Source: an optimization exercise on an open RTL-to-GDS flow (aim: small area). Production flows keep margins and buffers that such runs may drop. Only simulation tests tie the RTL to the original design; equivalence was not proved. No driver is modelled on the clock port, so clocking that relies on it looks cheaper here than on a real chip. No activity file was given, so power comes from the tool's default toggle rates.

--- flow/config.mk ---
export PLATFORM = sky130hd
export DESIGN_NAME = udma_i2c_control
export DESIGN_NICKNAME = udma_i2c_control
export VERILOG_FILES = /design/flow/design.v
export SDC_FILE = /design/flow/constraint.sdc
export NUM_CORES = 4
export LEC_CHECK = 0
export CAP_MARGIN = 20
export CORE_MARGIN = 2
export CORE_UTILIZATION = 40
export SLEW_MARGIN = 20
--- flow/constraint.sdc ---
create_clock -name core_clock -period 5.0 [get_ports {clk_i}]
set_input_delay 1.0000 -clock core_clock [delete_from_list [all_inputs] [get_ports {clk_i}]]
set_output_delay 1.0000 -clock core_clock [all_outputs]
set_load 0.01 [all_outputs]
--- flow/design.v ---
module udma_i2c_bus_ctrl
(
    input  logic            clk_i,
    input  logic            rstn_i,
    input  logic            sw_rst_i,
    input  logic     [15:0] clk_cnt_i,
    input  logic            cmd_valid_i,
    input  logic            bt_start_i,
    input  logic            bt_stop_i,
    input  logic            bt_write_i,
    input  logic            bt_read_i,
    output logic            cmd_ack_o,
    output logic            busy_o,
    output logic            al_o,
    output logic            al_rise_o,
    input  logic            din_i,
    output logic            dout_o,
    input  logic            scl_i,
    output logic            scl_oe,
    input  logic            sda_i,
    output logic            sda_oe
);
    logic [ 1:0] r_sync_scl;
    logic [ 1:0] r_sync_sda;
    logic [ 2:0] r_nfilter_scl, r_nfilter_sda;
    logic        nsSCL, nsSDA, ndSDA, nddSDA;
    logic        sSCL, sSDA;
    logic        dSCL, dSDA;
    logic        dscl_oe;
    logic        sda_chk;
    logic        clk_en;
    logic        slave_wait;
    logic [15:0] cnt;
    logic [13:0] r_filter_cnt;
    logic        scl_sync;
    logic        ddSDA;
    logic        r_ndout;
    logic        r_start;
    logic        r_stop;
    logic        r_act;
    logic [ 1:0] r_phase;
    logic        s_idle;
    logic        s_fz;
    assign s_idle    = ~r_act;
    assign cmd_ack_o = s_idle & (r_phase == 2'd1);
    assign al_rise_o = al_o & ~(s_idle & (r_phase == 2'd0));
    always_ff @(posedge clk_i)
        dscl_oe <= scl_oe;
    always_ff @(posedge clk_i or negedge rstn_i)
      if (!rstn_i)
        slave_wait <= 1'b0;
      else if (sw_rst_i)
        slave_wait <= 1'b0;
      else
        slave_wait <= (~scl_oe & dscl_oe & ~sSCL) | (slave_wait & ~sSCL);
    assign scl_sync = dSCL & ~sSCL & ~scl_oe;
    always_ff @(posedge clk_i or negedge rstn_i)
      if (!rstn_i)
          cnt <= 16'h0;
      else if (sw_rst_i)
          cnt <= 16'h0;
      else if (~|cnt || scl_sync)
          cnt <= clk_cnt_i;
      else
          cnt <= cnt - {15'h0, ~slave_wait};
    always_ff @(posedge clk_i)
        clk_en <= ~|cnt || scl_sync;
    always_ff @(posedge clk_i or negedge rstn_i)
      if (!rstn_i)
      begin
          r_sync_scl <= 2'b00;
          r_sync_sda <= 2'b00;
      end
      else if (sw_rst_i)
      begin
          r_sync_scl <= 2'b00;
          r_sync_sda <= 2'b00;
      end
      else
      begin
          r_sync_scl <= {r_sync_scl[0],scl_i};
          r_sync_sda <= {r_sync_sda[0],sda_i};
      end
    assign s_fz = ~|r_filter_cnt;
    always_ff @(posedge clk_i or negedge rstn_i)
      if (!rstn_i)
        r_filter_cnt <= 14'h0;
      else if (sw_rst_i)
        r_filter_cnt <= 14'h0;
      else if (s_fz)
        r_filter_cnt <= clk_cnt_i[15:2];
      else
        r_filter_cnt <= r_filter_cnt - 14'h1;
    always_ff @(posedge clk_i or negedge rstn_i)
      if (!rstn_i)
      begin
          r_nfilter_scl <= 3'b000;
          r_nfilter_sda <= 3'b000;
      end
      else if (sw_rst_i)
      begin
          r_nfilter_scl <= 3'b000;
          r_nfilter_sda <= 3'b000;
      end
      else if (s_fz)
      begin
          r_nfilter_scl <= {r_nfilter_scl[1:0],~r_sync_scl[1]};
          r_nfilter_sda <= {r_nfilter_sda[1:0],~r_sync_sda[1]};
      end
    always_ff @(posedge clk_i or negedge rstn_i)
      if (~rstn_i)
      begin
          nsSCL  <= 1'b0;
          nsSDA  <= 1'b0;
          ndSDA  <= 1'b0;
          nddSDA <= 1'b0;
      end
      else if (sw_rst_i)
      begin
          nsSCL  <= 1'b0;
          nsSDA  <= 1'b0;
          ndSDA  <= 1'b0;
          nddSDA <= 1'b0;
      end
      else
      begin
          nsSCL  <= (r_nfilter_scl[2] & r_nfilter_scl[1]) | (r_nfilter_scl[1] & r_nfilter_scl[0]) | (r_nfilter_scl[2] & r_nfilter_scl[0]);
          nsSDA  <= (r_nfilter_sda[2] & r_nfilter_sda[1]) | (r_nfilter_sda[1] & r_nfilter_sda[0]) | (r_nfilter_sda[2] & r_nfilter_sda[0]);
          ndSDA  <= nsSDA;
          nddSDA <= ndSDA;
      end
    assign sSCL  = ~nsSCL;
    assign sSDA  = ~nsSDA;
    assign dSDA  = ~ndSDA;
    assign ddSDA = ~nddSDA;
    always_ff @(posedge clk_i)
      if (sw_rst_i)
        dSCL <= 1'b1;
      else
        dSCL <= sSCL;
    assign r_start = ~dSDA &  ddSDA & dSCL;
    assign r_stop  =  dSDA & ~ddSDA & dSCL;
    always_ff @(posedge clk_i or negedge rstn_i)
      if (!rstn_i)
        busy_o <= 1'b0;
      else if (sw_rst_i)
        busy_o <= 1'b0;
      else
        busy_o <= (r_start | busy_o) & ~r_stop;
    always_ff @(posedge clk_i or negedge rstn_i)
      if (!rstn_i)
        al_o <= 1'b0;
      else if (sw_rst_i)
        al_o <= 1'b0;
      else
        al_o <= (sda_chk & ~sSDA & ~sda_oe) |
                (r_act & ~bt_stop_i & r_stop);
    always_ff @(posedge clk_i, negedge rstn_i)
      if (!rstn_i)
        r_ndout <= 1'b0;
      else if (sSCL & ~dSCL)
        r_ndout <= nsSDA;
    assign dout_o = ~r_ndout;
    always_ff @(posedge clk_i or negedge rstn_i)
      if (!rstn_i)
      begin
          r_act   <= 1'b0;
          r_phase <= 2'd0;
          scl_oe  <= 1'b0;
          sda_oe  <= 1'b0;
          sda_chk <= 1'b0;
      end
      else if (al_o || sw_rst_i)
      begin
          r_act   <= 1'b0;
          r_phase <= 2'd0;
          scl_oe  <= 1'b0;
          sda_oe  <= 1'b0;
          sda_chk <= 1'b0;
      end
      else if (s_idle)
      begin
          r_act   <= cmd_valid_i;
          r_phase <= 2'd0;
          sda_chk <= 1'b0;
      end
      else
      begin
          if (clk_en)
          begin
            if (r_phase == 2'd3)
            begin
              r_act   <= 1'b0;
              r_phase <= 2'd1;
            end
            else
              r_phase <= r_phase + 2'd1;
          end
          sda_chk <= bt_write_i & (r_phase == 2'd2);
          if (bt_start_i)
          begin
            if (r_phase != 2'd0)
              scl_oe <= (r_phase == 2'd3);
            sda_oe <= r_phase[1];
          end
          else if (bt_stop_i)
          begin
            scl_oe <= (r_phase == 2'd0);
            sda_oe <= (r_phase != 2'd3);
          end
          else if (bt_write_i | bt_read_i)
          begin
            scl_oe <= (r_phase == 2'd0) || (r_phase == 2'd3);
            sda_oe <= bt_write_i & ~din_i;
          end
          else
          begin
            scl_oe <= 1'b0;
            sda_oe <= 1'b0;
          end
      end
endmodule
module udma_i2c_control
(
	input  logic                      clk_i,
	input  logic                      rstn_i,
	input  logic                [3:0] ext_events_i,
	input  logic                [7:0] data_tx_i,
	input  logic                      data_tx_valid_i,
	output logic                      data_tx_ready_o,
	output logic                [7:0] data_rx_o,
	output logic                      data_rx_valid_o,
	input  logic                      data_rx_ready_i,
	input  logic                      sw_rst_i,
	output logic                      busy_o,
	output logic                      al_o,
	output logic                      eot_o,
	output logic                      ack_no,
	output logic                      err_o,
	input  logic                      scl_i,
	output logic                      scl_o,
	output logic                      scl_oe,
	input  logic                      sda_i,
	output logic                      sda_o,
	output logic                      sda_oe,
    input  logic [31:0] udma_cmd_i,
    input  logic udma_cmd_valid_i,
    output logic udma_cmd_ready_o
);
    typedef enum logic [3:0] {
        ST_WAIT_IN_CMD = 4'd0,
        ST_WAIT_EV     = 4'd1,
        ST_DONE_SS     = 4'd2,
        ST_DONE_WAIT   = 4'd3,
        ST_READ        = 4'd4,
        ST_WRITE       = 4'd5,
        ST_WRITE_BYTE  = 4'd6,
        ST_STORE_DATA  = 4'd7,
        ST_SKIP_CMD    = 4'd8,
        ST_GET_DATA    = 4'd9,
        ST_GET_WAIT    = 4'd10,
        ST_GET_RPT     = 4'd11,
        ST_GET_CFG     = 4'd12
    } state_t;
    state_t CS, NS;
    logic [15:0] r_arg;
    logic [15:0] r_rpt_num;
    logic [15:0] r_div_num;
    logic [15:0] r_div_x;    
    logic  [7:0] r_data;
    logic        r_busy;
    logic        s_busy;
    logic        s_al;
    logic        s_al_rise;
    logic        s_done;
    logic        s_dout;
    logic        s_din;
    logic        s_bus_cmd_valid;
    logic  [3:0] s_op;
    logic        s_take;
    logic        s_is_rd;
    logic        s_is_rd_ss;
    logic        s_bt_start;
    logic        s_bt_stop;
    logic        s_bt_write;
    logic        s_bt_read;
    logic        s_arg_dec;
    logic        s_arg_bits;
    logic        s_shift;
    logic        s_data_tx;
    logic        s_data_wrb;
    logic        s_rpt_load;
    logic        s_rpt_dec;
    logic        s_rpt_clr;
    logic        s_div_load;
    logic        s_bits_z;
    logic        s_bits_one;
    logic        s_wait_z;
    logic        s_rpt_z;
    logic        s_rpt_lo_z;
    logic        s_event;
    assign r_div_num = r_div_x ^ 16'h100;
    assign s_op    = udma_cmd_i[31:28];
    assign s_take  = udma_cmd_valid_i & (CS == ST_WAIT_IN_CMD);
    assign s_is_rd = (s_op == 4'b0100) | (s_op == 4'b0110);
    assign s_is_rd_ss = ~udma_cmd_i[31] & ~udma_cmd_i[28];
    assign s_bt_start = (CS == ST_DONE_SS) & ~r_arg[4];
    assign s_bt_stop  = (CS == ST_DONE_SS) &  r_arg[4];
    assign s_bt_write = ((CS == ST_READ) & s_bits_z) | ((CS == ST_WRITE) & ~s_bits_z);
    assign s_bt_read  = ((CS == ST_WRITE) & s_bits_z) | ((CS == ST_READ) & ~s_bits_z);
    assign s_bits_z   = (r_arg[3:0] == 4'd0);
    assign s_bits_one = (r_arg[3:0] == 4'd1);
    assign s_wait_z   = s_bits_z & (r_arg[7:4] == 4'd0);
    assign s_rpt_lo_z = (r_rpt_num[7:0] == 8'd0);
    assign s_rpt_z    = s_rpt_lo_z & (r_rpt_num[15:8] == 8'd0);
    assign s_event = ext_events_i[r_arg[1:0]];
    assign busy_o = ~r_busy & s_busy;
    assign al_o   = s_al_rise;
    assign err_o  = busy_o | al_o;
    assign ack_no = (CS == ST_WRITE) & s_done & s_bits_z & s_dout;
    assign data_rx_o       = r_data;
    assign data_rx_valid_o = sw_rst_i | (CS == ST_STORE_DATA);
    assign data_tx_ready_o = sw_rst_i | (CS == ST_GET_DATA) | (CS == ST_SKIP_CMD);
    assign udma_cmd_ready_o = (CS == ST_WAIT_IN_CMD);
    assign eot_o = s_take & (s_op == 4'b1001);
    assign scl_o = 1'b0;
    assign sda_o = 1'b0;
    assign s_din = (CS == ST_READ) ? r_arg[4] : r_data[7];
    udma_i2c_bus_ctrl bus_controller (
        .clk_i      ( clk_i           ),
        .rstn_i     ( rstn_i          ),
        .sw_rst_i   ( sw_rst_i        ),
        .clk_cnt_i  ( r_div_num       ),
        .cmd_valid_i( s_bus_cmd_valid ),
        .bt_start_i ( s_bt_start      ),
        .bt_stop_i  ( s_bt_stop       ),
        .bt_write_i ( s_bt_write      ),
        .bt_read_i  ( s_bt_read       ),
        .cmd_ack_o  ( s_done          ),
        .busy_o     ( s_busy          ),
        .al_o       ( s_al            ),
        .al_rise_o  ( s_al_rise       ),
        .din_i      ( s_din           ),
        .dout_o     ( s_dout          ),
        .scl_i      ( scl_i           ),
        .scl_oe     ( scl_oe          ),
        .sda_i      ( sda_i           ),
        .sda_oe     ( sda_oe          )
    );
    always_comb
    begin
        NS              = CS;
        s_bus_cmd_valid = 1'b0;
        s_arg_dec       = 1'b0;
        s_arg_bits      = 1'b0;
        s_shift         = 1'b0;
        s_data_tx       = 1'b0;
        s_data_wrb      = 1'b0;
        s_rpt_load      = 1'b0;
        s_rpt_dec       = 1'b0;
        s_rpt_clr       = 1'b0;
        s_div_load      = 1'b0;
        case (CS)
            ST_WAIT_IN_CMD:
            begin
                if (udma_cmd_valid_i)
                begin
                    case (s_op)
                        4'b0000:
                        begin
                            s_bus_cmd_valid = 1'b1;
                            NS = ST_DONE_SS;
                        end
                        4'b0010:
                        begin
                            s_bus_cmd_valid = 1'b1;
                            NS = ST_DONE_SS;
                        end
                        4'b1010:    NS = ST_GET_WAIT;
                        4'b0001: NS = ST_WAIT_EV;
                        4'b0100, 4'b0110:
                        begin
                            s_bus_cmd_valid = 1'b1;
                            NS = ST_READ;
                        end
                        4'b1000:      NS = ST_GET_DATA;
                        4'b0111:     NS = ST_WRITE_BYTE;
                        4'b1100:
                        begin
                            s_rpt_load = 1'b1;
                            NS = ST_GET_RPT;
                        end
                        4'b1110:     NS = ST_GET_CFG;
                        default:          ;
                    endcase
                end
            end
            ST_DONE_SS:
            begin
                if (s_done)
                    NS = ST_WAIT_IN_CMD;
            end
            ST_DONE_WAIT:
            begin
                if (s_done)
                begin
                    if (s_wait_z)
                        NS = ST_WAIT_IN_CMD;
                    else
                    begin
                        s_bus_cmd_valid = 1'b1;
                        s_arg_dec       = 1'b1;
                    end
                end
            end
            ST_WAIT_EV:
            begin
                if (s_event)
                    NS = ST_WAIT_IN_CMD;
            end
            ST_READ:
            begin
                if (s_done)
                begin
                    if (s_bits_z)
                        NS = ST_STORE_DATA;
                    else
                    begin
                        s_bus_cmd_valid = 1'b1;
                        s_arg_dec       = 1'b1;
                        s_shift         = 1'b1;
                    end
                end
            end
            ST_STORE_DATA:
            begin
                if (data_rx_ready_i)
                begin
                    if (s_rpt_z)
                        NS = ST_WAIT_IN_CMD;
                    else
                    begin
                        s_bus_cmd_valid = 1'b1;
                        s_arg_bits      = 1'b1;
                        s_rpt_dec       = 1'b1;
                        NS = ST_READ;
                    end
                end
            end
            ST_GET_DATA:
            begin
                if (data_tx_valid_i)
                begin
                    s_bus_cmd_valid = 1'b1;
                    s_data_tx       = 1'b1;
                    s_arg_bits      = 1'b1;
                    NS = ST_WRITE;
                end
            end
            ST_SKIP_CMD:
            begin
                NS = ST_WAIT_IN_CMD;
            end
            ST_GET_RPT:
            begin
                if (s_rpt_lo_z)
                begin
                    s_rpt_clr = 1'b1;
                    NS = ST_SKIP_CMD;
                end
                else
                begin
                    s_rpt_dec = 1'b1;
                    NS = ST_WAIT_IN_CMD;
                end
            end
            ST_GET_CFG:
            begin
                s_div_load = 1'b1;
                NS = ST_WAIT_IN_CMD;
            end
            ST_GET_WAIT:
            begin
                s_bus_cmd_valid = 1'b1;
                NS = ST_DONE_WAIT;
            end
            ST_WRITE:
            begin
                if (s_done)
                begin
                    if (s_bits_z)
                    begin
                        if (s_rpt_z)
                            NS = ST_WAIT_IN_CMD;
                        else
                        begin
                            s_rpt_dec = 1'b1;
                            NS = ST_GET_DATA;
                        end
                    end
                    else
                    begin
                        s_bus_cmd_valid = 1'b1;
                        s_arg_dec       = 1'b1;
                        s_shift         = 1'b1;
                    end
                end
            end
            ST_WRITE_BYTE:
            begin
                s_bus_cmd_valid = 1'b1;
                s_data_wrb      = 1'b1;
                s_arg_bits      = 1'b1;
                NS = ST_WRITE;
            end
            default:
            begin
                NS = ST_WAIT_IN_CMD;
            end
        endcase
    end
    always_ff @(posedge clk_i)
        r_busy <= s_busy;
    always_ff @(posedge clk_i)
        r_arg[15:8] <= udma_cmd_i[15:8];
    always_ff @(posedge clk_i)
    begin
        if (CS == ST_WAIT_IN_CMD)
        begin
            r_arg[7:5]  <= udma_cmd_i[7:5];
            r_arg[4]    <= s_is_rd_ss ? udma_cmd_i[29] : udma_cmd_i[4];
            r_arg[3]    <= s_is_rd | udma_cmd_i[3];
            r_arg[2]    <= ~s_is_rd & udma_cmd_i[2];
            r_arg[1:0]  <= s_is_rd ? 2'b00 :
                           (s_op == 4'b0001) ? udma_cmd_i[25:24] : udma_cmd_i[1:0];
        end
        else if (s_arg_bits)
            r_arg[3:0] <= 4'd8;
        else
            r_arg[7:0] <= r_arg[7:0] - {7'd0, s_arg_dec};
    end
    always_ff @(posedge clk_i or negedge rstn_i)
    begin
        if (!rstn_i)
        begin
            CS        <= ST_WAIT_IN_CMD;
            r_rpt_num <= 16'h0;
            r_data    <= 8'h0;
            r_div_x   <= 16'h0;
        end
        else if (sw_rst_i)
        begin
            CS        <= ST_WAIT_IN_CMD;
            r_rpt_num <= 16'h0;
            r_data    <= 8'h0;
            r_div_x   <= 16'h0;
        end
        else
        begin
            CS     <= NS;
            if (s_rpt_clr)
                r_rpt_num <= 16'h0;
            else if (s_rpt_load)
                r_rpt_num <= udma_cmd_i[15:0];
            else
                r_rpt_num <= r_rpt_num - {15'h0, s_rpt_dec};
            if (s_data_tx)
                r_data <= data_tx_i;
            else if (s_data_wrb)
                r_data <= r_arg[7:0];
            else if (s_shift)
                r_data <= {r_data[6:0], s_dout & (CS == ST_READ)};
            if (s_div_load)
                r_div_x   <= r_arg ^ 16'h100;
        end
    end
endmodule
--- flow/flow/run.sh ---
#!/bin/bash
# Layout flow: the standard ORFS flow (standard.sh) with three changes.
#  1. Synthesis: the same synthesis script (synth_recipe.tcl -> ORFS synth.tcl),
#     except that ABC maps the combinational logic with flow/area.abc (an
#     area-oriented script) instead of ORFS's delay-oriented abc_speed script.
#     Adders are left to ABC too (no extract_fa / adder techmap step).
#     Flip-flops are mapped apart from both, so registers, their names and
#     cell types are those of the standard synthesis.
#  2. Port buffers use the smallest buffer cell (buf_1).
#  3. The clock tree is built by flow/manual_cts.tcl, run by ORFS's CTS step
#     (PRE_CTS_TCL hook) on the placed design: the clock port drives one
#     root buffer (buf_6), which drives four leaf buffers (buf_12), each
#     placed at the centre of the quarter of the flip-flops it drives (the
#     quarters come from recursive bisection of their locations). TritonCTS
#     is told to skip these nets; the rest of the CTS step (placement
#     legalisation, timing repair) runs as usual.
# The tools' logs are ORFS's own, under orfs/logs; make's output goes to
# flow_make.log, and the generated scripts stay in this folder.
set -euo pipefail
here=$(pwd)

# ORFS synth.tcl with the ABC script replaced
sed -e 's|^\(\s*\)log_cmd abc {\*}\$abc_args$|\1log_cmd abc -script $::env(MY_ABC_SCRIPT) {*}[lrange $abc_args 2 end]|' \
    -e 's|^\(\s*\)\[env_var_exists_and_non_empty ADDER_MAP_FILE\] &&$|\10 \&\&|' \
    "$FLOW_HOME/scripts/synth.tcl" > "$here/my_synth_core.tcl"
grep -q 'MY_ABC_SCRIPT' "$here/my_synth_core.tcl"
grep -q '^\s*0 &&$' "$here/my_synth_core.tcl"

# The standard flow's synthesis wrapper, sourcing the script above
sed "s|source \$::env(SCRIPTS_DIR)/synth.tcl|source $here/my_synth_core.tcl|" \
    "$here/synth_recipe.tcl" > "$here/my_synth.tcl"
grep -q 'my_synth_core.tcl' "$here/my_synth.tcl"

# standard.sh, with the synthesis script above
sed "s|SYNTH_SCRIPT=[^ ]*|SYNTH_SCRIPT=$here/my_synth.tcl|" "$here/standard.sh" > "$here/my_standard.sh"
grep -q 'my_synth.tcl' "$here/my_standard.sh"

export MY_ABC_SCRIPT="$here/flow/area.abc"
export BUFFER_PORTS_ARGS="-buffer_cell sky130_fd_sc_hd__buf_1"
export PRE_CTS_TCL="$here/flow/manual_cts.tcl"
export MCTS_LEVELS=2
export MCTS_LEAF=sky130_fd_sc_hd__buf_12
export MCTS_ROOT=sky130_fd_sc_hd__buf_6
export CTS_ARGS="-sink_clustering_enable -repair_clock_nets -dont_use_dummy_load"
bash "$here/my_standard.sh" > "$here/flow_make.log" 2>&1
--- flow/flow/area.abc ---
strash
&get -n
&deepsyn -T 20
&put
&get -n
&st
&dch -f
&nf -a -R 1000
&put
--- flow/flow/manual_cts.tcl ---
# Clock tree built by hand before TritonCTS runs (PRE_CTS_TCL hook):
# the clock port drives one root buffer, which drives MCTS_NLEAF leaf buffers;
# each leaf buffer drives the flip-flops of one region, the regions coming
# from recursive bisection of the flip-flop locations (equal sizes).
# The nets built here are then skipped by TritonCTS.
proc mcts_split {items depth} {
  # items: list of {x y iterm}; returns a list of groups
  if {$depth == 0} { return [list $items] }
  set xs [lmap i $items {lindex $i 0}]
  set ys [lmap i $items {lindex $i 1}]
  set wx [expr {[tcl::mathfunc::max {*}$xs] - [tcl::mathfunc::min {*}$xs]}]
  set wy [expr {[tcl::mathfunc::max {*}$ys] - [tcl::mathfunc::min {*}$ys]}]
  set k [expr {$wx >= $wy ? 0 : 1}]
  set s [lsort -real -index $k $items]
  set h [expr {[llength $s] / 2}]
  return [concat [mcts_split [lrange $s 0 [expr {$h - 1}]] [expr {$depth - 1}]] \
                 [mcts_split [lrange $s $h end] [expr {$depth - 1}]]]
}

proc mcts_centroid {items} {
  set sx 0; set sy 0
  foreach i $items { set sx [expr {$sx + [lindex $i 0]}]; set sy [expr {$sy + [lindex $i 1]}] }
  set n [llength $items]
  return [list [expr {int($sx / $n)}] [expr {int($sy / $n)}]]
}

proc mcts_pin {inst dir} {
  foreach it [$inst getITerms] {
    if {[$it getSigType] != "SIGNAL"} { continue }
    if {$dir == "in" && [$it isInputSignal]} { return $it }
    if {$dir == "out" && [$it isOutputSignal]} { return $it }
  }
  error "no $dir pin on [$inst getName]"
}

proc mcts_build {clk_port levels leaf_master root_master} {
  set db [ord::get_db]
  set block [ord::get_db_block]
  set clk_net [[$block findBTerm $clk_port] getNet]
  set lm [$db findMaster $leaf_master]
  set rm [$db findMaster $root_master]
  set items {}
  foreach it [$clk_net getITerms] {
    set inst [$it getInst]
    set bb [$inst getBBox]
    lappend items [list [expr {([$bb xMin] + [$bb xMax]) / 2}] [expr {([$bb yMin] + [$bb yMax]) / 2}] $it]
  }
  puts "manual CTS: [llength $items] clock sinks on [$clk_net getName]"
  set groups [mcts_split $items $levels]
  # root buffer
  set root [odb::dbInst_create $block $rm mcts_root]
  set root_net [odb::dbNet_create $block mcts_root_net]
  $root_net setSigType CLOCK
  [mcts_pin $root in] connect $clk_net
  [mcts_pin $root out] connect $root_net
  set leaves {}
  set n 0
  set skip [list [$clk_net getName] mcts_root_net]
  foreach g $groups {
    set c [mcts_centroid $g]
    set leaf [odb::dbInst_create $block $lm mcts_leaf_$n]
    set lnet [odb::dbNet_create $block mcts_leaf_net_$n]
    $lnet setSigType CLOCK
    foreach i $g {
      set it [lindex $i 2]
      $it disconnect
      $it connect $lnet
    }
    [mcts_pin $leaf in] connect $root_net
    [mcts_pin $leaf out] connect $lnet
    $leaf setLocation [lindex $c 0] [lindex $c 1]
    $leaf setPlacementStatus PLACED
    lappend leaves [list [lindex $c 0] [lindex $c 1]]
    lappend skip mcts_leaf_net_$n
    puts "manual CTS: leaf $n drives [llength $g] sinks at $c"
    incr n
  }
  set rc [mcts_centroid $leaves]
  $root setLocation [lindex $rc 0] [lindex $rc 1]
  $root setPlacementStatus PLACED
  return $skip
}

set mcts_skip [mcts_build clk_i $::env(MCTS_LEVELS) $::env(MCTS_LEAF) $::env(MCTS_ROOT)]
set_cts_config -skip_nets $mcts_skip
--- flow/standard.sh ---
#!/bin/bash
# synth_recipe.tcl (not shown) runs the flow's synth.tcl, then flattens the netlist and writes it again
# the make line also repeats each setting of config.mk as NAME=value (left out here)
make -C /OpenROAD-flow-scripts/flow DESIGN_CONFIG=/design/flow/config.mk WORK_HOME=/design/flow/orfs CLKGATE_MAP_FILE= SYNTH_SCRIPT=/design/flow/synth_recipe.tcl "${@:-finish}"
==> results of run 1 <==
-- per-stage QoR --
step / cell area, um2 / util (%) / setup slack (ps) / hold WS, ps
finish: 5950 / 45.1 / 1350 / 394
global route: 5950 / 45.1 / 1090 / 418
CTS: 5930 / 45.0 / 1390 / 371
detailed placement: 5840 / 44.3 / 1410 / 367
global placement: 5840 / 44.3 / 1400 / 364
floorplan: 5370 / - / 1780 / 354
-- cell usage in the layout, fill, tap and decap left out, types with 7 or more instances in the layout --
| master | count |
|---|---|
| o21a_1 | 7 |
| nand3_1 | 8 |
| nand2_1 | 77 |
| nor2b_1 | 8 |
| dfrtp_1 | 98 |
| a21oi_1 | 23 |
| clkinv_1 | 15 |
| a22o_1 | 18 |
| nor3_1 | 33 |
| nor2_1 | 62 |
| a222oi_1 | 7 |
| dfxtp_1 | 16 |
| o21ai_0 | 38 |
| xor2_1 | 13 |
| xnor2_1 | 19 |
| buf_1 | 57 |
| nand2b_1 | 11 |
| nor4_1 | 12 |
-- per-layer routing --
layer,part of all wire (%),up-vias
met4,2.0,0
met1,46,2114
met5,0,-
met3,3.6,19
met2,48,97
li1,-,2128
-- final timing paths --
path / end / slack [ps] / from / cells after the start
max: r_rpt_num[14]$_DFF_PN0_ / 1350 / r_arg[1]$_DFF_P_ / 11
min: r_busy$_DFF_P_ / 390 / bus_controller.busy_o$_DFF_PN0_ / 0
max reg2reg: r_rpt_num[14]$_DFF_PN0_ / 1350 / r_arg[1]$_DFF_P_ / 11
min reg2reg: r_busy$_DFF_P_ / 390 / bus_controller.busy_o$_DFF_PN0_ / 0
max in group asynchronous: bus_controller.r_sync_scl[1]$_DFF_PN0_ / 3220 / rstn_i / 2
min in group asynchronous: bus_controller.cnt[14]$_DFF_PN0_ / 800 / rstn_i / 1
-- power by group through the flow --
stage	Combinational [mW]	Sequential (mW)	Clock, mW
6_report	1.02	1.37	0.423
3_5_place_dp	1.02	1.39	0
5_1_grt	1.17	1.40	0.472
2_1_floorplan	0.756	1.32	0
4_1_cts	1.03	1.39	0.314
3_3_place_gp	1.00	1.38	0
-- logic make-up (layout without fill, tap and decap cells) --
kind of cell	after synthesis	count (layout)
other	1	2
DFF	118	118
buffers and inverters	17	84
muxes	5	5
xor gates and xnor gates	32	32
AOI/OAI and AO/OA	139	139
and+or+nand+nor	238	238
-- worst register-to-register path, stage by stage (launching register included) --
cell and delay [ps]:
dfxtp_1 410, nor4_1 770, and2_0 260, nand3_1 160, o211ai_1 150, and2_0 260, nand2_1 150, or3_1 350
or4_1 490, or3_1 360, a21oi_1 160, a21o_1 100
-- registers in the layout, indices dropped and copies added (netlist names), 3 cells and up --
signal	count
CS	4
r_div_x	16
r_arg	16
bus_controller.r_nfilter_scl	3
r_rpt_num	16
bus_controller.r_filter_cnt	14
bus_controller.cnt	16
r_data	8
bus_controller.r_nfilter_sda	3
-- final cells by class --
type                    instances  area, um2
inverters                      15       56.3
repair buffers                 64        264
fillers                      1255       7240
multi-input cells             416       2420
flip-flops and latches        118       2890
well taps                     176        220
plain buffers                   5       91.3
==> results.py, run 1 <==
metrics = {
    "worst_setup_path": {
        "crit_chain": "nor4_1 -> and2_0 -> nand3_1 -> o211ai_1 -> and2_0 -> nand2_1 -> or3_1 -> or4_1 -> or3_1 -> a21oi_1 -> a21o_1",
        "critPathMaxStageDelay_ps": 760,
        "cp.buffers_inverters": 0,
        "cp_max_fo": 7,
        "cp.required_ps": 5290,
        "slowest_stage": "nor4_1",
        "endpoint_kind": "register",
        "cpLargestDelayFamily": "simple AND/OR/NAND/NOR gates",
        "critical_path_arrival_ps": 3940,
        "critPathKind": "reg2reg",
        "startpoint_type": "register",
    },
    "power_and_ir_drop": {
        "power_frac_clock_pct": 15.0,
        "power_mw": 2.82,
        "pwr_density_cell_mw_per_mm2": 474,
        "p_comb_share_pct": 36.3,
        "power_leakage_nw": 2.50,
        "power.share.sequential_pct": 48.6,
        "peakVddDrop_mv": 0.200,
        "power.switching_mw": 1.13,
        "swShare_pct": 40.2,
        "p_int_mw": 1.68,
    },
    "grt": {
        "grt_usage_pct": 18.0,
        "use_met2_pct": 30.4,
        "grt_pass1_vias": 4194,
        "gr-usage-met1_pct": 25.9,
        "antenna_found_initial": 0,
        "grt_overflow": 0,
        "grt_pass1_wl_mm": 21.5,
        "grt_busiest_layer": "met2",
        "grt_max_degree": 66,
        "use_met3_pct": 1.24,
    },
    "yosys": {
        "syn_area_per_cell_um2": 9.75,
        "synth_top_area_share_pct": 45.7,
        "synthMostInstantiatedCell": "dfrtp_1",
        "synth-seq-area-share_pct": 54.0,
        "synth_edf_count": 4,
        "ys.flop_type": "dfrtp_1",
        "async_flop_share_pct": 83.1,
        "synth_compound_area_share_pct": 17.8,
        "synthTopCellsByArea": "dfrtp_1 (46%), dfxtp_1 (6.0%), nand2_1 (5.4%)",
        "synth_top_family_by_area": "simple AND/OR/NAND/NOR gates",
        "synth_seq_cells": 118,
        "synth_fa_ha_area_share_pct": 0,
        "synth_common_cells": "dfrtp_1 (98), nand2_1 (77), nor2_1 (63)",
        "yosysWarnings": 2,
        "netlist_instances": 550,
        "synthXorXnorAreaFrac_pct": 5.23,
        "yosysTopAreaCell": "dfrtp_1",
        "yosys.area_share.simple_pct": 20.4,
        "synthMuxAreaShare_pct": 1.19,
        "syn_area_mm2": 0.00536,
        "synthDistinctLibCells": 53,
    },
    "detailed_routing": {
        "drt_iter0_markers": 260,
        "routed_wl_mm": 12.9,
        "ant_nets": 0,
        "first_pass_iters": 7,
        "via_count": 4358,
        "drc_errors": 0,
        "detail_route.vias_per_cell": 5.49,
        "wl_per_cell_um": 16.2,
    },
    "final_layout": {
        "antenna_cells": 0,
        "finalNonFillerCells": 794,
        "drive_gt1_share_pct": 2.75,
        "layout.nets": 672,
        "syn_to_final_growth_pct": 10.9,
    },
    "timing": {
        "period_needed_ps": 3650,
        "setup_viol": 0,
        "worstMarginPinSlew_ps": 896,
        "fin_setup_tns_ps": 0,
        "clock.fmax_mhz": 274,
        "maxSlewHeadroom_pct": 40.0,
        "hold_viol_final": 0,
        "fin_skew_ps": 9.98,
        "period_share_pct": 73.0,
        "rsz0062_at_grt": "false",
        "slew_violations": 0,
    },
    "clock_tree": {
        "clock_latency_ps": 340,
        "cts_hold_buf": 0,
        "clk_pin_slew_ps": 120,
        "post_cts_buffers": 0,
        "cts_resized": 0,
    },
    "placed_design": {
        "portBuffers": 59,
        "dp.cells": 789,
        "hpwl_mm": 9.39,
        "routabilityCongestion": 0.877,
    },
    "die": {
        "die_area_mm2": 0.0143,
        "chipHeight_um": 120,
        "ios": 72,
        "coreArea_mm2": 0.0132,
        "fp-row-count": 42,
        "die_x_um": 120,
        "initial_utilization_pct": 40.6,
    },
    "outcome": {
        "status": "no timing/DRC/antenna violations",
    },
    "min_path": {
        "hp-class": "reg2reg",
    },
    "job": {
        "cap_viol_max_count": 0,
    },
}
==> run 2, diff against run 1 <==
==> flow/flow/area.abc (replaced) <==
strash
&get -n
&deepsyn -T 20
&st
&dch -f
&nf -a -R 1000
&st
&dch -f
&nf -a -R 1000
&st
&dch -f
&nf -a -R 1000
&put
==> results.py, run 2 <==
metrics = {
    "yosys": {
        "synth-seq-area-share_pct": 54.2,
        "syn_area_mm2": 0.00534,
        "synth_top_area_share_pct": 45.9,
        "synth_common_cells": "dfrtp_1 (98), nand2_1 (78), nor2_1 (62)",
        "ys.flop_type": "dfrtp_1",
        "netlist_instances": 547,
        "syn_area_per_cell_um2": 9.76,
        "synth_seq_cells": 118,
        "synth_edf_count": 4,
        "synthTopCellsByArea": "dfrtp_1 (46%), dfxtp_1 (6.0%), nand2_1 (5.5%)",
        "synthMostInstantiatedCell": "dfrtp_1",
        "yosysWarnings": 2,
        "yosysTopAreaCell": "dfrtp_1",
        "synthDistinctLibCells": 53,
        "async_flop_share_pct": 83.1,
    },
    "final_layout": {
        "finalNonFillerCells": 792,
        "syn_to_final_growth_pct": 10.8,
        "layout.nets": 670,
        "antenna_cells": 0,
        "layout_commonest_cell": "dfrtp_1",
        "drive_gt1_share_pct": 2.44,
        "fin_util_pct": 45.0,
        "most-common-layout-cells": "dfrtp_1 (98), nand2_1 (78), nor2_1 (62)",
    },
    "die": {
        "ios": 72,
        "die_x_um": 120,
        "initial_utilization_pct": 40.6,
        "coreArea_mm2": 0.0131,
        "die_area_mm2": 0.0143,
        "fp-row-count": 42,
        "chipHeight_um": 120,
    },
    "detailed_routing": {
        "via_count": 4382,
        "wl_per_cell_um": 16.6,
        "drt_iter0_markers": 226,
        "drc_errors": 0,
        "first_pass_iters": 6,
        "detail_route.vias_per_cell": 5.53,
        "routed_wl_mm": 13.1,
        "ant_nets": 0,
    },
    "timing": {
        "fin_setup_tns_ps": 0,
        "worstMarginPinSlew_ps": 938,
        "clock.fmax_mhz": 290,
        "maxSlewHeadroom_pct": 37.5,
        "period_share_pct": 68.9,
        "fin_skew_ps": 12.7,
        "setup_viol": 0,
        "period_needed_ps": 3440,
        "slew_violations": 0,
        "hold_viol_final": 0,
        "holdWs_ps": 394,
        "rsz0062_at_grt": "false",
    },
    "worst_setup_path": {
        "crit_chain": "or4_1 -> nor4_1 -> nand2b_1 -> nor4_1 -> nand2b_1 -> or3_1 -> nor2_1 -> a22o_1",
        "cp.required_ps": 5270,
        "endpoint_kind": "register",
        "cp_max_fo": 14,
        "critPathKind": "reg2reg",
        "critPathMaxStageDelay_ps": 620,
        "slowest_stage": "or4_1",
        "startpoint_type": "register",
        "critical_path_arrival_ps": 3720,
        "cp.buffers_inverters": 0,
        "cpLargestDelayFamily": "simple AND/OR/NAND/NOR gates",
    },
    "grt": {
        "grt_pass1_vias": 4329,
        "antenna_found_initial": 0,
        "grt_usage_pct": 18.4,
        "grt_pass1_wl_mm": 21.9,
        "grt_max_degree": 69,
        "grt_overflow": 0,
    },
    "clock_tree": {
        "post_cts_buffers": 0,
        "cts_hold_buf": 0,
        "clk_pin_slew_ps": 120,
        "clock_latency_ps": 340,
        "cts_resized": 0,
    },
    "placed_design": {
        "hpwl_mm": 9.64,
        "dp.cells": 786,
        "routabilityCongestion": 0.857,
        "portBuffers": 59,
    },
    "power_and_ir_drop": {
        "power_leakage_nw": 2.51,
        "peakVddDrop_mv": 0.292,
        "pwr_density_cell_mw_per_mm2": 453,
        "power_mw": 2.68,
    },
    "job": {
        "cap_viol_max_count": 0,
    },
    "min_path": {
        "hp-class": "reg2reg",
    },
    "outcome": {
        "status": "no timing/DRC/antenna violations",
    },
}
run 2: changes by cell type in the layout (fill, tap and decap cells not counted), sizes merged, moves of 2 or more:
cell / before / now
clkinv: 15 / 18
nand3: 8 / 10
nand2b: 11 / 9
and2: 5 / 3
nor4: 14 / 12
o21a: 7 / 9
o21ai: 38 / 40
nor3: 33 / 30
a31oi: 4 / 2
xnor2: 19 / 17
run 2: cells by family after synthesis:
| family | after synthesis | share of synthesized area (%) |
|---|---|---|
| other cells | 1 | 0.0703 |
| mux | 5 | 1.20 |
| buf+inv | 20 | 1.55 |
| flops | 118 | 54.2 |
| xor+xnor | 30 | 4.92 |
| simple gates | 231 | 19.7 |
| compound gates | 142 | 18.4 |
run 2: worst paths after layout:
path	endpoint	start	slack, ps	cells after the start
max	bus_controller.r_nfilter_scl[1]$_DFFE_PN0P_	bus_controller.r_filter_cnt[1]$_DFF_PN0_	1560	8
min	r_busy$_DFF_P_	bus_controller.busy_o$_DFF_PN0_	390	0
max reg2reg	bus_controller.r_nfilter_scl[1]$_DFFE_PN0P_	bus_controller.r_filter_cnt[1]$_DFF_PN0_	1560	8
min reg2reg	r_busy$_DFF_P_	bus_controller.busy_o$_DFF_PN0_	390	0
max in group asynchronous	bus_controller.cnt[13]$_DFF_PN0_	rstn_i	3230	2
min in group asynchronous	bus_controller.r_filter_cnt[11]$_DFF_PN0_	rstn_i	810	1
run 2: worst reg2reg max path, delay by kind of cell, from the launching register on:
kind            cells  cell delay, ps
compound gates      1             200
flops               1             430
simple gates        7            2730
run 2: metrics by stage:
stage	setup slack, ps	area (um2)
detailed placement	1550	5820
finish	1560	5920
CTS	1530	5910
global placement	1670	5820
floorplan	1950	5340
global route	1170	5920
run 2: area by class of cell:
class / count / area [um2]
Buffer: 5 / 91.3
Fill cell: 1324 / 7220
Inverter: 18 / 67.6
Multi-Input combinational cell: 410 / 2370
Sequential cell: 118 / 2890
Tap cell: 176 / 220
Timing Repair Buffer: 65 / 272
run 2: routing by layer:
layer | GRT usage (%) | up-vias | part of all wire [%]
li1 | - | 2116 | -
met1 | 25.7 | 2150 | 44
met2 | 32.1 | 97 | 50
met3 | 1.62 | 19 | 4.2
met4 | 2.79 | 0 | 1.7
met5 | 0 | - | 0
run 2: power by group:
part           internal (mW)  switching [mW]
clock network          0.142           0.274
registers               1.13           0.203
logic                  0.356           0.573
total                   1.63            1.05
==> run 3, diff against run 2 <==
--- a/flow/config.mk
+++ b/flow/config.mk
@@ -7,5 +7,5 @@
 export LEC_CHECK = 0
-export CAP_MARGIN = 20
+export CAP_MARGIN = 0
 export CORE_MARGIN = 2
 export CORE_UTILIZATION = 40
-export SLEW_MARGIN = 20
+export SLEW_MARGIN = 0
==> results.py, run 3 <==
metrics = {
    "timing": {
        "slew_violations": 0,
        "fin_setup_tns_ps": 0,
        "hold_viol_final": 0,
        "period_share_pct": 68.9,
        "setup_viol": 0,
        "holdWs_ps": 394,
        "worstMarginPinSlew_ps": 1050,
        "clock.fmax_mhz": 290,
        "period_needed_ps": 3440,
        "fin_skew_ps": 13.7,
        "maxSlewHeadroom_pct": 29.9,
        "rsz0062_at_grt": "false",
    },
    "final_layout": {
        "most-common-layout-cells": "dfrtp_1 (98), nand2_1 (78), nor2_1 (62)",
        "drive_gt1_share_pct": 2.28,
        "fin_util_pct": 45.0,
        "multiInputGateArea_mm2": 0.00237,
        "antenna_cells": 0,
        "syn_to_final_growth_pct": 10.7,
        "layout.nets": 669,
        "seq_area_mm2": 0.00289,
        "n_fill_cell": 1324,
        "layout_commonest_cell": "dfrtp_1",
    },
    "yosys": {
        "synth_common_cells": "dfrtp_1 (98), nand2_1 (78), nor2_1 (62)",
        "yosysWarnings": 2,
        "netlist_instances": 547,
        "async_flop_share_pct": 83.1,
        "ys.flop_type": "dfrtp_1",
        "synthDistinctLibCells": 53,
        "synth_edf_count": 4,
        "synth-seq-area-share_pct": 54.2,
        "synth_top_area_share_pct": 45.9,
        "synthMostInstantiatedCell": "dfrtp_1",
        "syn_area_per_cell_um2": 9.76,
        "yosysTopAreaCell": "dfrtp_1",
        "synthTopCellsByArea": "dfrtp_1 (46%), dfxtp_1 (6.0%), nand2_1 (5.5%)",
        "syn_area_mm2": 0.00534,
        "synth_seq_cells": 118,
    },
    "grt": {
        "antenna_found_initial": 0,
        "grt_usage_pct": 18.4,
        "grt_pass1_vias": 4329,
        "grt_max_degree": 69,
        "grt_overflow": 0,
        "grt_pass1_wl_mm": 21.9,
    },
    "power_and_ir_drop": {
        "pwr_density_cell_mw_per_mm2": 453,
        "peakVddDrop_mv": 0.293,
        "power_leakage_nw": 2.51,
        "power_mw": 2.68,
    },
    "worst_setup_path": {
        "critical_path_arrival_ps": 3720,
        "critPathMaxStageDelay_ps": 620,
        "crit_chain": "or4_1 -> nor4_1 -> nand2b_1 -> nor4_1 -> nand2b_1 -> or3_1 -> nor2_1 -> a22o_1",
        "endpoint_kind": "register",
        "critPathKind": "reg2reg",
        "cp_max_fo": 14,
        "cp.required_ps": 5270,
        "startpoint_type": "register",
        "slowest_stage": "or4_1",
        "cpLargestDelayFamily": "simple AND/OR/NAND/NOR gates",
        "cp.buffers_inverters": 0,
    },
    "detailed_routing": {
        "detail_route.vias_per_cell": 5.54,
        "wl_met2_mm": 6.49,
        "via_count": 4383,
        "top_layer": "met4",
        "drc_errors": 0,
        "wl_per_cell_um": 16.5,
        "routed_wl_mm": 13.1,
        "route.met3.wl_um": 576,
        "met1_length_mm": 5.77,
        "ant_nets": 0,
        "first_pass_iters": 5,
        "drt_iter0_markers": 228,
    },
    "clock_tree": {
        "cts_resized": 0,
        "post_cts_buffers": 0,
        "clock_latency_ps": 340,
        "clk_pin_slew_ps": 120,
        "cts_hold_buf": 0,
    },
    "die": {
        "ios": 72,
        "fp-row-count": 42,
        "initial_utilization_pct": 40.6,
        "die_x_um": 120,
        "chipHeight_um": 120,
        "die_area_mm2": 0.0143,
        "coreArea_mm2": 0.0131,
    },
    "placed_design": {
        "routabilityCongestion": 0.857,
        "portBuffers": 59,
        "hpwl_mm": 9.64,
    },
    "min_path": {
        "hp-class": "reg2reg",
    },
    "outcome": {
        "status": "no timing/DRC/antenna violations",
    },
    "job": {
        "cap_viol_max_count": 0,
    },
}
==> run 3: stage by stage <==
step / std cells / setup slack (ps) / area (um2)
detailed placement: 786 / 1550 / 5820
CTS: 791 / 1530 / 5910
finish: 791 / 1560 / 5910
global route: 791 / 1170 / 5910
floorplan: 548 / 1950 / 5340
global placement: 786 / 1670 / 5820
==> run 3: final cells by class <==
| type | instances | area share, % |
|---|---|---|
| Sequential cell | 118 | 49.0 |
| Inverter | 18 | 1.14 |
| Buffer | 5 | 1.55 |
| Multi-Input combinational cell | 410 | 40.2 |
| Timing Repair Buffer | 64 | 4.47 |
| Tap cell | 176 | 3.73 |
==> run 3: cells by family after synthesis <==
logic type	Yosys count	share of synthesized area, %
compound gates	142	18.4
other cells	1	0.0703
buf+inv	20	1.55
xor+xnor	30	4.92
simple gates	231	19.7
mux	5	1.20
flops	118	54.2
==> run 3: worst paths after layout <==
| check | startpoint | end | slack [ps] | cells after the start |
|---|---|---|---|---|
| setup / recovery | bus_controller.r_filter_cnt[1]$_DFF_PN0_ | bus_controller.r_nfilter_scl[1]$_DFFE_PN0P_ | 1560 | 8 |
| hold / removal | bus_controller.busy_o$_DFF_PN0_ | r_busy$_DFF_P_ | 390 | 0 |
| setup reg to reg | bus_controller.r_filter_cnt[1]$_DFF_PN0_ | bus_controller.r_nfilter_scl[1]$_DFFE_PN0P_ | 1560 | 8 |
| hold reg to reg | bus_controller.busy_o$_DFF_PN0_ | r_busy$_DFF_P_ | 390 | 0 |
| max in group asynchronous | rstn_i | bus_controller.cnt[13]$_DFF_PN0_ | 3240 | 2 |
| min in group asynchronous | rstn_i | bus_controller.r_filter_cnt[11]$_DFF_PN0_ | 810 | 1 |
==> run 3: report_power, final <==
group / internal, mW / leakage [nW] / switching, mW
Clock: 0.142 / 0.0436 / 0.276
Combinational: 0.355 / 0.946 / 0.573
Sequential: 1.13 / 1.52 / 0.202
Total: 1.63 / 2.51 / 1.05
==> run 3: routing by layer <==
layer  up-vias  track usage (%)
met2       104             32.1
met3        24             1.62
li1       2115                -
met1      2140             25.7
met5         -                0
met4         0             2.79
==> run 4, diff against run 3 <==
--- a/flow/design.v
+++ b/flow/design.v
@@ -48,8 +48,3 @@
         dscl_oe <= scl_oe;
-    always_ff @(posedge clk_i or negedge rstn_i)
-      if (!rstn_i)
-        slave_wait <= 1'b0;
-      else if (sw_rst_i)
-        slave_wait <= 1'b0;
-      else
+    always_ff @(posedge clk_i)
         slave_wait <= (~scl_oe & dscl_oe & ~sSCL) | (slave_wait & ~sSCL);
@@ -163,2 +158,4 @@
     assign dout_o = ~r_ndout;
+    always_ff @(posedge clk_i)
+        sda_chk <= ~al_o & r_act & bt_write_i & (r_phase == 2'd2);
     always_ff @(posedge clk_i or negedge rstn_i)
@@ -170,3 +167,2 @@
           sda_oe  <= 1'b0;
-          sda_chk <= 1'b0;
       end
@@ -178,3 +174,2 @@
           sda_oe  <= 1'b0;
-          sda_chk <= 1'b0;
       end
@@ -184,3 +179,2 @@
           r_phase <= 2'd0;
-          sda_chk <= 1'b0;
       end
@@ -198,3 +192,2 @@
           end
-          sda_chk <= bt_write_i & (r_phase == 2'd2);
           if (bt_start_i)
==> results.py, run 4 <==
metrics = {
    "detailed_routing": {
        "via_count": 4254,
        "detail_route.vias_per_cell": 5.43,
        "wl_per_cell_um": 15.7,
        "routed_wl_mm": 12.3,
        "ant_nets": 0,
        "drc_errors": 0,
        "drt_iter0_markers": 246,
        "first_pass_iters": 6,
    },
    "timing": {
        "slew_violations": 0,
        "fin_setup_tns_ps": 0,
        "worstMarginPinSlew_ps": 1070,
        "clock.fmax_mhz": 297,
        "setup_viol": 0,
        "maxSlewHeadroom_pct": 28.8,
        "fin_skew_ps": 14.4,
        "period_needed_ps": 3370,
        "layout_setup_ws_ps": 1630,
        "rsz0062_at_grt": "false",
        "hold_viol_final": 0,
        "period_share_pct": 67.3,
        "holdWs_ps": 391,
    },
    "yosys": {
        "netlist_instances": 541,
        "synth_fa_ha_area_share_pct": 0,
        "synthDistinctLibCells": 51,
        "syn_area_mm2": 0.00532,
        "synth_compound_area_share_pct": 17.7,
        "yosysTopAreaCell": "dfrtp_1",
        "async_flop_share_pct": 81.4,
        "synthMostInstantiatedCell": "dfrtp_1",
        "syn_area_per_cell_um2": 9.83,
        "synthTopCellsByArea": "dfrtp_1 (45%), dfxtp_1 (6.8%), nand2_1 (4.8%)",
        "synth_common_cells": "dfrtp_1 (96), nand2_1 (68), nor2_1 (54)",
        "synth_seq_cells": 118,
        "yosys.area_share.simple_pct": 21.1,
        "synth-seq-area-share_pct": 54.2,
        "yosysWarnings": 2,
        "synthXorXnorAreaFrac_pct": 5.10,
        "synth_top_area_share_pct": 45.2,
        "synth_top_family_by_area": "simple AND/OR/NAND/NOR gates",
        "synthMuxAreaShare_pct": 1.01,
        "synth_edf_count": 4,
        "ys.flop_type": "dfrtp_1",
    },
    "clock_tree": {
        "cts_hold_buf": 0,
        "cts_resized": 0,
        "post_cts_buffers": 0,
        "clock_latency_ps": 340,
        "clk_pin_slew_ps": 120,
    },
    "placed_design": {
        "dp_slack_ps": 1720,
        "placed_area_mm2": 0.00579,
        "dp.cells": 779,
        "routabilityCongestion": 0.875,
        "hpwl_mm": 9.03,
        "portBuffers": 59,
    },
    "die": {
        "die_x_um": 119,
        "die_area_mm2": 0.0142,
        "chipHeight_um": 119,
        "fp-row-count": 42,
        "ios": 72,
        "coreArea_mm2": 0.0131,
        "initial_utilization_pct": 40.5,
    },
    "worst_setup_path": {
        "startpoint_type": "register",
        "crit_chain": "nor3_1 -> nand2b_1 -> clkinv_1 -> nand3_1 -> nor3b_1 -> buf_1",
        "critical_path_arrival_ps": 2370,
        "cpLargestDelayFamily": "simple AND/OR/NAND/NOR gates",
        "slowest_stage": "dfrtp_1",
        "cp_max_fo": 17,
        "endpoint_kind": "output pin",
        "cp.required_ps": 4000,
        "cp.buffers_inverters": 2,
        "critPathKind": "reg2out",
        "critPathMaxStageDelay_ps": 580,
    },
    "outcome": {
        "status": "no timing/DRC/antenna violations",
    },
    "power_and_ir_drop": {
        "power_leakage_nw": 2.48,
        "power_mw": 2.73,
        "peakVddDrop_mv": 0.217,
        "pwr_density_cell_mw_per_mm2": 465,
    },
    "job": {
        "cap_viol_max_count": 0,
    },
    "min_path": {
        "hp-class": "reg2reg",
    },
    "final_layout": {
        "finalNonFillerCells": 784,
        "most-common-layout-cells": "dfrtp_1 (96), nand2_1 (68), buf_1 (57)",
        "postLayoutCellArea_mm2": 0.00588,
        "layout_commonest_cell": "dfrtp_1",
        "antenna_cells": 0,
        "fin_util_pct": 44.8,
        "layout.nets": 662,
        "syn_to_final_growth_pct": 10.6,
        "drive_gt1_share_pct": 2.14,
    },
    "grt": {
        "grt_overflow": 0,
        "grt_pass1_vias": 4138,
        "grt_usage_pct": 17.2,
        "grt_pass1_wl_mm": 20.5,
        "grt_max_degree": 56,
        "antenna_found_initial": 0,
    },
}
[run 4: changes by cell type after synthesis, moves of 7 or more]
cell / change
nand2_1: -10
clkinv_1: -10
nor3_1: +7
o21ai_0: +10
nor2_1: -8
[run 4: worst reg2reg max path: cells and delay by family (launching register included)]
kind             cells  cell delay [ps]
AND/OR/NAND/NOR      7             2590
flip-flops           1              430
AO/OA/AOI/OAI        1              190
[run 4: metal layers]
| layer | up-vias | track usage [%] | share of wire [%] |
|---|---|---|---|
| met5 | - | 0 | 0 |
| met3 | 12 | 1.10 | 2.6 |
| li1 | 2093 | - | - |
| met1 | 2089 | 25.1 | 48 |
| met2 | 60 | 29.2 | 48 |
| met4 | 0 | 1.91 | 1.3 |
[run 4: worst paths after layout]
check,from,to,slack (ps),cells past startpoint
max in group asynchronous,rstn_i,bus_controller.cnt[1]$_DFF_PN0_,3200,2
worst min register to register,bus_controller.busy_o$_DFF_PN0_,r_busy$_DFF_P_,390,0
min in group asynchronous,rstn_i,r_rpt_num[1]$_DFF_PN0_,770,1
worst min-delay path,bus_controller.busy_o$_DFF_PN0_,r_busy$_DFF_P_,390,0
worst max register to register,bus_controller.r_filter_cnt[1]$_DFF_PN0_,bus_controller.r_nfilter_scl[1]$_DFFE_PN0P_,1720,8
worst max-delay path,CS[0]$_DFFE_PN0P_,eot_o,1630,6
[run 4: area by class of cell]
type,count,area (um2)
inverter,8,30.0
sequential,118,2880
fill,1316,7250
buffer,5,91.3
timing repair buffer,63,256
tap,176,220
multi-input combinational,414,2400
[run 4: kinds of logic after synthesis]
group | after synthesis
simple gates | 235
mux | 4
xor+xnor | 31
other cells | 1
flops | 118
compound gates | 142
buf+inv | 10
[run 4: power breakdown]
part | internal (mW) | total [mW] | switching, mW
Clock | 0.143 | 0.418 | 0.275
Sequential | 1.15 | 1.37 | 0.223
Combinational | 0.387 | 0.944 | 0.557
==> run 5, diff against run 4 <==
--- a/flow/config.mk
+++ b/flow/config.mk
@@ -7,5 +7,5 @@
 export LEC_CHECK = 0
-export CAP_MARGIN = 0
+export CAP_MARGIN = 20
 export CORE_MARGIN = 2
 export CORE_UTILIZATION = 40
-export SLEW_MARGIN = 0
+export SLEW_MARGIN = 20
==> results.py, run 5 <==
metrics = {
    "outcome": {
        "status": "no timing/DRC/antenna violations",
    },
    "yosys": {
        "synth_seq_cells": 118,
        "synth_top_area_share_pct": 45.2,
        "synth-seq-area-share_pct": 54.2,
        "ys.flop_type": "dfrtp_1",
        "syn_area_mm2": 0.00532,
        "async_flop_share_pct": 81.4,
        "synthTopCellsByArea": "dfrtp_1 (45%), dfxtp_1 (6.8%), nand2_1 (4.8%)",
        "synth_edf_count": 4,
        "yosysTopAreaCell": "dfrtp_1",
        "syn_area_per_cell_um2": 9.83,
        "synthMostInstantiatedCell": "dfrtp_1",
        "synth_common_cells": "dfrtp_1 (96), nand2_1 (68), nor2_1 (54)",
        "synthDistinctLibCells": 51,
        "netlist_instances": 541,
        "yosysWarnings": 2,
    },
    "worst_setup_path": {
        "startpoint_type": "register",
        "cpLargestDelayFamily": "simple AND/OR/NAND/NOR gates",
        "critPathKind": "reg2out",
        "reg2reg_slack_ps": 1720,
        "cp.required_ps": 4000,
        "crit_chain": "nor3_1 -> nand2b_1 -> clkinv_1 -> nand3_1 -> nor3b_1 -> buf_1",
        "cp_max_fo": 17,
        "slowest_stage": "dfrtp_1",
        "critPathMaxStageDelay_ps": 580,
        "endpoint_kind": "output pin",
        "setup.worst_path.start": "CS[0]$_DFFE_PN0P_",
        "critical_path_arrival_ps": 2370,
        "cp.buffers_inverters": 2,
        "r2r-start": "bus_controller.r_filter_cnt[1]$_DFF_PN0_",
    },
    "job": {
        "cap_viol_max_count": 0,
    },
    "placed_design": {
        "dp.cells": 779,
        "routabilityCongestion": 0.875,
        "hpwl_mm": 9.03,
        "portBuffers": 59,
    },
    "detailed_routing": {
        "route.met3.wl_um": 323,
        "top_layer": "met4",
        "drc_errors": 0,
        "ant_nets": 0,
        "wl_per_cell_um": 15.7,
        "via_count": 4254,
        "met1_length_mm": 5.94,
        "wl_met2_mm": 5.89,
        "drt_iter0_markers": 246,
        "first_pass_iters": 6,
        "detail_route.vias_per_cell": 5.43,
        "routed_wl_mm": 12.3,
    },
    "die": {
        "die_area_mm2": 0.0142,
        "fp-row-count": 42,
        "initial_utilization_pct": 40.5,
        "ios": 72,
        "die_x_um": 119,
        "coreArea_mm2": 0.0131,
        "chipHeight_um": 119,
    },
    "final_layout": {
        "n_fill_cell": 1316,
        "drive_gt1_share_pct": 2.14,
        "syn_to_final_growth_pct": 10.6,
        "finalNonFillerCells": 784,
        "seq_area_mm2": 0.00288,
        "multiInputGateArea_mm2": 0.00240,
        "fin_util_pct": 44.8,
        "most-common-layout-cells": "dfrtp_1 (96), nand2_1 (68), buf_1 (57)",
        "layout_commonest_cell": "dfrtp_1",
        "layout.nets": 662,
        "antenna_cells": 0,
    },
    "power_and_ir_drop": {
        "pwr_density_cell_mw_per_mm2": 465,
        "peakVddDrop_mv": 0.217,
        "power_leakage_nw": 2.48,
    },
    "timing": {
        "fin_skew_ps": 14.4,
        "holdWs_ps": 391,
        "rsz0062_at_grt": "false",
        "worstMarginPinSlew_ps": 1070,
        "setup_viol": 0,
        "hold_viol_final": 0,
        "fin_setup_tns_ps": 0,
        "period_needed_ps": 3370,
        "slew_violations": 0,
        "clock.fmax_mhz": 297,
        "maxSlewHeadroom_pct": 28.8,
        "period_share_pct": 67.3,
    },
    "grt": {
        "antenna_found_initial": 0,
        "grt_max_degree": 56,
        "grt_usage_pct": 17.2,
        "grt_overflow": 0,
        "grt_pass1_wl_mm": 20.5,
        "grt_pass1_vias": 4138,
    },
    "clock_tree": {
        "clock_latency_ps": 340,
        "cts_hold_buf": 0,
        "cts_resized": 0,
        "post_cts_buffers": 0,
        "clk_pin_slew_ps": 120,
    },
    "min_path": {
        "min_from": "bus_controller.busy_o$_DFF_PN0_",
        "hp-class": "reg2reg",
    },
}
run 5: routing by layer:
layer | vias to the layer above | track usage, %
met5 | - | 0
met4 | 0 | 1.91
met3 | 12 | 1.10
met2 | 60 | 29.2
met1 | 2089 | 25.1
li1 | 2093 | -
run 5: path summary, 6_finish.rpt:
kind                                                               endpoint  depth (start not counted)
worst max-delay path                                                  eot_o                          6
worst min-delay path                                         r_busy$_DFF_P_                          0
worst max register to register  bus_controller.r_nfilter_scl[1]$_DFFE_PN0P_                          8
worst min register to register                               r_busy$_DFF_P_                          0
max in group asynchronous                   bus_controller.cnt[1]$_DFF_PN0_                          2
min in group asynchronous                            r_rpt_num[1]$_DFF_PN0_                          1
run 5: final cells by class:
type / instances / share of cell area [%]
sequential: 118 / 49.0
multi-input combinational: 414 / 40.8
timing repair buffer: 63 / 4.36
tap: 176 / 3.74
buffer: 5 / 1.55
inverter: 8 / 0.510
run 5: metrics by stage:
| stage | instance area [um2] | power (mW) | worst slack [ps] |
|---|---|---|---|
| after floorplan | 5320 | 2.04 | 2030 |
| after global placement | 5790 | 2.30 | 1780 |
| after detailed placement | 5790 | 2.33 | 1720 |
| after CTS | 5880 | 2.65 | 1720 |
| after global routing | 5880 | 2.94 | 1410 |
| final | 5880 | 2.73 | 1630 |
run 5: worst reg2reg max path, delay by kind of cell (launching register included):
kind	cells	cell delay [ps]
compound gates	1	190
simple gates	7	2590
flops	1	430
run 5: report_power, final:
part | switching, mW | internal, mW | leakage (nW)
clock | 0.275 | 0.143 | 0.0436
sequential | 0.223 | 1.15 | 1.51
combinational | 0.557 | 0.387 | 0.927
total | 1.06 | 1.68 | 2.48
run 5: cells by family after synthesis:
logic type | Yosys count | share of synthesized area (%)
and+or+nand+nor | 235 | 21.1
muxes | 4 | 1.01
AOI/OAI and AO/OA | 142 | 17.7
buffers and inverters | 10 | 0.847
DFF | 118 | 54.2
xor gates and xnor gates | 31 | 5.10
other | 1 | 0.0705
==> run 6, diff against run 5 <==
--- a/flow/flow/area.abc
+++ b/flow/flow/area.abc
@@ -2,3 +2,3 @@
 &get -n
-&deepsyn -T 20
+&deepsyn -J 100 -T 120
 &st
--- a/flow/flow/manual_cts.tcl
+++ b/flow/flow/manual_cts.tcl
@@ -1,6 +1,8 @@
-# Clock tree built by hand before TritonCTS runs (PRE_CTS_TCL hook):
-# the clock port drives one root buffer, which drives MCTS_NLEAF leaf buffers;
-# each leaf buffer drives the flip-flops of one region, the regions coming
-# from recursive bisection of the flip-flop locations (equal sizes).
-# The nets built here are then skipped by TritonCTS.
+# Clock tree built by hand before TritonCTS runs (ORFS PRE_CTS_TCL hook):
+# the clock port drives one root buffer (MCTS_ROOT), which drives 2^MCTS_LEVELS
+# leaf buffers (MCTS_LEAF); each leaf buffer drives the flip-flops of one
+# region, the regions coming from recursive bisection of the flip-flop
+# locations (equal sizes), and sits at the centre of its flip-flops.
+# The nets built here are then skipped by TritonCTS (set_cts_config -skip_nets);
+# the CTS step's placement legalisation and timing repair run as usual.
 proc mcts_split {items depth} {
==> results.py, run 6 <==
metrics = {
    "outcome": {
        "status": "no timing/DRC/antenna violations",
    },
    "placed_design": {
        "portBuffers": 59,
        "routabilityCongestion": 0.875,
        "dp.cells": 779,
        "hpwl_mm": 9.03,
        "dp_slack_ps": 1720,
    },
    "clock_tree": {
        "clock_latency_ps": 340,
        "cts_hold_buf": 0,
        "clk_pin_slew_ps": 120,
        "post_cts_buffers": 0,
        "cts_resized": 0,
    },
    "final_layout": {
        "antenna_cells": 0,
        "layout.nets": 662,
        "fin_util_pct": 44.8,
        "most-common-layout-cells": "dfrtp_1 (96), nand2_1 (68), buf_1 (57)",
        "syn_to_final_growth_pct": 10.6,
        "n_fill_cell": 1316,
        "layout_commonest_cell": "dfrtp_1",
        "drive_gt1_share_pct": 2.14,
        "finalNonFillerCells": 784,
    },
    "die": {
        "initial_utilization_pct": 40.5,
        "die_x_um": 119,
        "fp-row-count": 42,
        "chipHeight_um": 119,
        "coreArea_mm2": 0.0131,
        "ios": 72,
        "die_area_mm2": 0.0142,
    },
    "power_and_ir_drop": {
        "power.switching_mw": 1.06,
        "p_comb_share_pct": 34.5,
        "peakVddDrop_mv": 0.217,
        "p_int_mw": 1.68,
        "power_leakage_nw": 2.48,
        "swShare_pct": 38.6,
        "pwr_density_cell_mw_per_mm2": 465,
        "power.share.sequential_pct": 50.2,
        "power_frac_clock_pct": 15.3,
        "power_mw": 2.73,
    },
    "yosys": {
        "synth-seq-area-share_pct": 54.2,
        "synth_top_area_share_pct": 45.2,
        "synth_edf_count": 4,
        "yosysWarnings": 2,
        "syn_area_per_cell_um2": 9.83,
        "synthTopCellsByArea": "dfrtp_1 (45%), dfxtp_1 (6.8%), nand2_1 (4.8%)",
        "yosysTopAreaCell": "dfrtp_1",
        "async_flop_share_pct": 81.4,
        "ys.flop_type": "dfrtp_1",
        "synthMostInstantiatedCell": "dfrtp_1",
        "synthDistinctLibCells": 51,
        "netlist_instances": 541,
        "synth_seq_cells": 118,
        "synth_common_cells": "dfrtp_1 (96), nand2_1 (68), nor2_1 (54)",
        "syn_area_mm2": 0.00532,
    },
    "detailed_routing": {
        "first_pass_iters": 6,
        "routed_wl_mm": 12.3,
        "wl_per_cell_um": 15.7,
        "via_count": 4254,
        "drt_iter0_markers": 246,
        "detail_route.vias_per_cell": 5.43,
        "ant_nets": 0,
        "drc_errors": 0,
    },
    "worst_setup_path": {
        "r2r_cells": 8,
        "endpoint_kind": "output pin",
        "critPathKind": "reg2out",
        "cp_max_fo": 17,
        "cp.required_ps": 4000,
        "startpoint_type": "register",
        "critical_path_arrival_ps": 2370,
    },
    "timing": {
        "clock.fmax_mhz": 297,
        "rsz0062_at_grt": "false",
        "fin_setup_tns_ps": 0,
        "setup_viol": 0,
        "hold_viol_final": 0,
        "fin_skew_ps": 14.4,
        "worstMarginPinSlew_ps": 1070,
        "layout_setup_ws_ps": 1630,
        "maxSlewHeadroom_pct": 28.8,
        "slew_violations": 0,
        "period_needed_ps": 3370,
        "period_share_pct": 67.3,
    },
    "grt": {
        "grt_overflow": 0,
        "grt_usage_pct": 17.2,
        "grt_pass1_wl_mm": 20.5,
        "grt_pass1_vias": 4138,
        "antenna_found_initial": 0,
        "grt_max_degree": 56,
    },
    "min_path": {
        "hp-class": "reg2reg",
        "min_path_cells": 0,
    },
    "job": {
        "cap_viol_max_count": 0,
    },
}
-- run 6: final timing paths --
| kind | startpoint | endpoint | slack, ps |
|---|---|---|---|
| worst max-delay path | CS[0]$_DFFE_PN0P_ | eot_o | 1630 |
| worst min-delay path | bus_controller.busy_o$_DFF_PN0_ | r_busy$_DFF_P_ | 390 |
| worst max register to register | bus_controller.r_filter_cnt[1]$_DFF_PN0_ | bus_controller.r_nfilter_scl[1]$_DFFE_PN0P_ | 1720 |
| worst min register to register | bus_controller.busy_o$_DFF_PN0_ | r_busy$_DFF_P_ | 390 |
| max in group asynchronous | rstn_i | bus_controller.cnt[1]$_DFF_PN0_ | 3200 |
| min in group asynchronous | rstn_i | r_rpt_num[1]$_DFF_PN0_ | 770 |
-- run 6: kinds of logic after synthesis --
kind of cell	share of synthesized area (%)
muxes	1.01
DFF	54.2
buffers and inverters	0.847
and+or+nand+nor	21.1
AOI/OAI and AO/OA	17.7
other	0.0705
xor gates and xnor gates	5.10
-- run 6: area by class of cell --
class                      instances  area [um2]  share of cell area (%)
inverter                           8        30.0                   0.510
tap                              176         220                    3.74
multi-input combinational        414        2400                    40.8
sequential                       118        2880                    49.0
buffer                             5        91.3                    1.55
timing repair buffer              63         256                    4.36
-- run 6: critical path: stages, from the launching register on --
cell and delay, ps:
dfrtp_1 580, nor3_1 390, nand2b_1 270, clkinv_1 260, nand3_1 160, nor3b_1 190
buf_1 170
-- run 6: metrics by stage --
stage / hold slack, ps / area, um2
floorplan: 354 / 5320
global placement: 366 / 5790
detailed placement: 368 / 5790
CTS: 368 / 5880
global route: 415 / 5880
finish: 391 / 5880
-- run 6: power groups by stage --
stage          Clock [mW]  Combinational, mW  Sequential [mW]
3_3_place_gp            0              0.916             1.38
4_1_cts             0.314              0.948             1.39
6_report            0.418              0.944             1.37
2_1_floorplan           0              0.722             1.32
3_5_place_dp            0              0.941             1.39
5_1_grt             0.471               1.07             1.40
-- run 6: layer usage --
metal	share of wire [%]	vias up	global-route usage, %
met1	48	2089	25.1
met5	0	-	0
li1	-	2093	-
met4	1.3	0	1.91
met3	2.6	12	1.10
met2	48	60	29.2

-- port drivers added, routing unchanged --
How much do the figures lean on ideal ports? The routed layouts below were timed once more, with nothing changed but the port constraints.
Step 1, drivers: a clkbuf_16 drives clk_i and a buf_2 each remaining input, both assumed.
Step 2 also shifts input and output timing later by t, the mid clock arrival at the registers, as if the neighbouring blocks saw the same clock.
Slacks: ideal / step 1 / step 2; pairs: ideal / step 1.
run	t (ns)	setup WS [ns]	clock arrival spread, ns	cell pins on the clock port's net
run 1	0.366	1.349 / 1.349 / 1.349	0.012 / 0.012	1
run 2	0.368	1.556 / 1.556 / 1.556	0.013 / 0.012	1
run 3	0.368	1.556 / 1.556 / 1.556	0.014 / 0.014	1
run 4	0.365	1.634 / 1.600 / 1.718	0.015 / 0.016	1
run 5	0.365	1.634 / 1.600 / 1.718	0.015 / 0.016	1
run 6	0.365	1.634 / 1.600 / 1.718	0.015 / 0.016	1
After both steps setup and hold are still met in every run listed.
